What follows belongs to an exercise in optimizing a design on an open flow for small area, a short achievable clock period and few clock cycles; a production flow would make more cautious choices. Power is estimated from default activity; no workload was simulated.

==> flow/design.v <==
module SME(clk,reset,chardata,isstring,ispattern,valid,match,match_index);
  input clk;
  input reset;
  input [7:0] chardata;
  input isstring;
  input ispattern;
  output match;
  output [4:0] match_index;
  output valid;
  reg match;
  reg [4:0] match_index;
  reg valid;
  reg [7:0] s [0:31];        
  reg [5:0] len;             
  reg       prev_str;        
  reg [31:0] eq_r;
  reg        v_r;            
  reg        lit_r, dol_r, star_r, shift_r;
  reg [32:0] D;              
  reg [4:0]  off;            
  reg        star_seen;
  reg [4:0]  start0;         
  integer k, j;
  wire newstr = isstring & ~prev_str;
  always @(posedge clk) begin
    if (isstring) begin
      for (k = 0; k < 31; k = k + 1) s[k] <= s[k+1];
      s[31] <= chardata;
      len <= newstr ? 6'd1 : len + 6'd1;
    end
  end
  reg [31:0] occ, sp;
  always @(*)
    for (k = 0; k < 32; k = k + 1) begin
      occ[k] = ({1'b0, k[5:0]} + {1'b0, len}) >= 7'd32;
      sp[k]  = (s[k] == 8'h20);
    end
  reg [31:0] anch;
  always @(*) begin
    anch[0] = occ[0];
    for (k = 1; k < 32; k = k + 1) anch[k] = occ[k] & (~occ[k-1] | sp[k-1]);
  end
  wire is_dot  = (chardata == ".");
  wire is_dol  = (chardata == "$");
  wire is_star = (chardata == "*");
  wire is_car  = (chardata == "^");
  wire first = ispattern & ~v_r;    
  always @(posedge clk) begin
    for (k = 0; k < 32; k = k + 1) eq_r[k] <= (s[k] == chardata);
    dol_r   <= is_dol;
    star_r  <= is_star;
    lit_r   <= ~(is_dot | is_dol | is_star | is_car);
    shift_r <= ~(is_dol | is_star | is_car);
  end
  always @(posedge clk or posedge reset) begin
    if (reset) begin
      prev_str <= 1'b0;
      v_r <= 1'b0;
      valid <= 1'b0;
    end else begin
      prev_str <= isstring;
      v_r <= ispattern;
      valid <= v_r & ~ispattern;
    end
  end
  reg [32:0] X, Dn;
  reg [32:0] pre [0:6];
  always @(*) begin
    X[31:0] = D[31:0] & (eq_r | {32{~lit_r}}) & (sp | {32{~dol_r}});
    X[32]   = D[32] & ~shift_r;
    pre[0] = X;
    for (j = 0; j < 6; j = j + 1)
      for (k = 0; k < 33; k = k + 1)
        pre[j+1][k] = ((k >> j) & 1) ? (pre[j][k] | pre[j][((k >> j) << j) - 1]) : pre[j][k];
    Dn = X;
    if (shift_r) Dn = {X[31:0], 1'b0};
    if (star_r)  Dn = pre[6];
  end
  reg [31:0] a1; reg [15:0] a2; reg [7:0] a4; reg [3:0] a8; reg [1:0] a16;
  reg [0:0] i1 [0:15]; reg [1:0] i2 [0:7]; reg [2:0] i3 [0:3]; reg [3:0] i4 [0:1];
  reg [4:0] lo;
  always @(*) begin
    for (k = 0; k < 16; k = k + 1) begin
      a2[k] = X[2*k] | X[2*k+1];
      i1[k] = ~X[2*k];
    end
    for (k = 0; k < 8; k = k + 1) begin
      a4[k] = a2[2*k] | a2[2*k+1];
      i2[k] = a2[2*k] ? {1'b0, i1[2*k]} : {1'b1, i1[2*k+1]};
    end
    for (k = 0; k < 4; k = k + 1) begin
      a8[k] = a4[2*k] | a4[2*k+1];
      i3[k] = a4[2*k] ? {1'b0, i2[2*k]} : {1'b1, i2[2*k+1]};
    end
    for (k = 0; k < 2; k = k + 1) begin
      a16[k] = a8[2*k] | a8[2*k+1];
      i4[k] = a8[2*k] ? {1'b0, i3[2*k]} : {1'b1, i3[2*k+1]};
    end
    lo = a16[0] ? {1'b0, i4[0]} : (a16[1] ? {1'b1, i4[1]} : 5'd0);
  end
  wire [4:0] idx_now = lo + off;
  always @(posedge clk) begin
    D <= first ? {1'b0, is_car ? anch : occ} : Dn;
    off <= first ? len[4:0] : off - {4'd0, lit_r | (shift_r & ~lit_r)};
    star_seen <= ~first & (star_seen | star_r);
    if (star_r) start0 <= idx_now;
    match <= |X;
    match_index <= star_seen ? start0 : idx_now;
  end
endmodule
clock: 6.2 ns
lec_check: 0
abc_clock_period_in_ps: 2800
cap_margin: 20
core_margin: 2
core_utilization: 40
setup_slack_margin: 3.4
slew_margin: 20
run.sh (not shown) runs the stock make flow with config.mk's settings and CLKGATE_MAP_FILE= SYNTH_SCRIPT=/design/flow/synth_recipe.tcl, a recipe that flattens the netlist after the stock synthesis.
Change:
--- a/flow/design.v
+++ b/flow/design.v
@@ -13,11 +13,11 @@
   reg [7:0] s [0:31];        
   reg [5:0] len;             
   reg       prev_str;        
   reg [31:0] eq_r;
   reg        v_r;            
-  reg        lit_r, dol_r, star_r, shift_r;
+  reg        need_r, dol_r, star_r, shift_r, car_r;
   reg [32:0] D;              
   reg [4:0]  off;            
   reg        star_seen;
   reg [4:0]  start0;         
   integer k, j;
@@ -27,31 +27,28 @@
       for (k = 0; k < 31; k = k + 1) s[k] <= s[k+1];
       s[31] <= chardata;
       len <= newstr ? 6'd1 : len + 6'd1;
     end
   end
-  reg [31:0] occ, sp;
+  reg [31:0] occ;
   always @(*)
-    for (k = 0; k < 32; k = k + 1) begin
+    for (k = 0; k < 32; k = k + 1)
       occ[k] = ({1'b0, k[5:0]} + {1'b0, len}) >= 7'd32;
-      sp[k]  = (s[k] == 8'h20);
-    end
-  reg [31:0] anch;
-  always @(*) begin
-    anch[0] = occ[0];
-    for (k = 1; k < 32; k = k + 1) anch[k] = occ[k] & (~occ[k-1] | sp[k-1]);
-  end
   wire is_dot  = (chardata == ".");
   wire is_dol  = (chardata == "$");
   wire is_star = (chardata == "*");
   wire is_car  = (chardata == "^");
   wire first = ispattern & ~v_r;    
+  wire [7:0] cmp = {chardata[7], chardata[6] & ~is_car, chardata[5] | is_car,
+                    chardata[4:3] & {2{~is_car}}, chardata[2] & ~(is_car | is_dol),
+                    chardata[1] & ~is_car, chardata[0]};
   always @(posedge clk) begin
-    for (k = 0; k < 32; k = k + 1) eq_r[k] <= (s[k] == chardata);
+    for (k = 0; k < 32; k = k + 1) eq_r[k] <= (s[k] == cmp);
     dol_r   <= is_dol;
     star_r  <= is_star;
-    lit_r   <= ~(is_dot | is_dol | is_star | is_car);
+    need_r  <= ~(is_dot | is_star | is_car);
+    car_r   <= is_car;
     shift_r <= ~(is_dol | is_star | is_car);
   end
   always @(posedge clk or posedge reset) begin
     if (reset) begin
       prev_str <= 1'b0;
@@ -64,19 +61,21 @@
     end
   end
   reg [32:0] X, Dn;
   reg [32:0] pre [0:6];
   always @(*) begin
-    X[31:0] = D[31:0] & (eq_r | {32{~lit_r}}) & (sp | {32{~dol_r}});
+    X[31:0] = D[31:0] & (eq_r | {32{~need_r}});
     X[32]   = D[32] & ~shift_r;
     pre[0] = X;
     for (j = 0; j < 6; j = j + 1)
       for (k = 0; k < 33; k = k + 1)
         pre[j+1][k] = ((k >> j) & 1) ? (pre[j][k] | pre[j][((k >> j) << j) - 1]) : pre[j][k];
     Dn = X;
     if (shift_r) Dn = {X[31:0], 1'b0};
     if (star_r)  Dn = pre[6];
+    if (car_r)
+      for (k = 1; k < 33; k = k + 1) Dn[k] = X[k] & (~X[k-1] | eq_r[k-1]);
   end
   reg [31:0] a1; reg [15:0] a2; reg [7:0] a4; reg [3:0] a8; reg [1:0] a16;
   reg [0:0] i1 [0:15]; reg [1:0] i2 [0:7]; reg [2:0] i3 [0:3]; reg [3:0] i4 [0:1];
   reg [4:0] lo;
   always @(*) begin
@@ -96,14 +95,19 @@
       a16[k] = a8[2*k] | a8[2*k+1];
       i4[k] = a8[2*k] ? {1'b0, i3[2*k]} : {1'b1, i3[2*k+1]};
     end
     lo = a16[0] ? {1'b0, i4[0]} : (a16[1] ? {1'b1, i4[1]} : 5'd0);
   end
-  wire [4:0] idx_now = lo + off;
+  wire [4:0] g = lo & off, p = lo ^ off;
+  wire c1 = g[0];
+  wire c2 = g[1] | (p[1] & g[0]);
+  wire c3 = g[2] | (p[2] & g[1]) | (p[2] & p[1] & g[0]);
+  wire c4 = g[3] | (p[3] & g[2]) | (p[3] & p[2] & g[1]) | (p[3] & p[2] & p[1] & g[0]);
+  wire [4:0] idx_now = p ^ {c4, c3, c2, c1, 1'b0};
   always @(posedge clk) begin
-    D <= first ? {1'b0, is_car ? anch : occ} : Dn;
-    off <= first ? len[4:0] : off - {4'd0, lit_r | (shift_r & ~lit_r)};
+    D <= first ? {1'b0, occ} : Dn;
+    off <= first ? len[4:0] : off - {4'd0, shift_r};
     star_seen <= ~first & (star_seen | star_r);
     if (star_r) start0 <= idx_now;
     match <= |X;
     match_index <= star_seen ? start0 : idx_now;
   end
Effect:
- The changed run completed without violations
- non-clock buffer count increases by 10
- maximum frequency climbs by roughly a tenth
- count of clock-buffer cells in the layout climbs by 1
- routed wire length shrinks slightly
- sequential share of layout area grows by 1.6 points
- sequential cell count is unchanged
- first-iteration DRC count rose by well over a third
- power barely changes
- die area is lower by a few percent
No run of this note included a check of the RTL's function; only the layout flow was run.

==> separate check: timing with driven ports <==
No port has a modelled driver above. Below, the same layouts with a new extraction and two added sets of constraints. Step 1 (the two cells are an assumption about what drives the block):
set clk [get_ports {clk}]
set_driving_cell -lib_cell sky130_fd_sc_hd__clkbuf_16 $clk
set_driving_cell -lib_cell sky130_fd_sc_hd__buf_2 [delete_from_list [all_inputs] $clk]
Step 2 times the ports against the registers' clock, not the clock port: input delays grow and output delays shrink by t, the midpoint of the rising clock arrivals with the driver on. Slacks: ideal / step 1 / step 2; pairs: ideal / step 1.
run	t, ns	slack for setup (ns)	worst setup path after step 2	worst data-port slew with drivers (ns)
the first run	0.577	2.638 / 2.638 / 2.638	register to register	0.05
the second run	0.603	3.007 / 3.007 / 2.909	input to register	0.05
After both steps setup and hold are still met in every run listed. The setup slack of the second run, which loses most, moves by 0.000 ns with the drivers and by -0.098 ns with both steps.
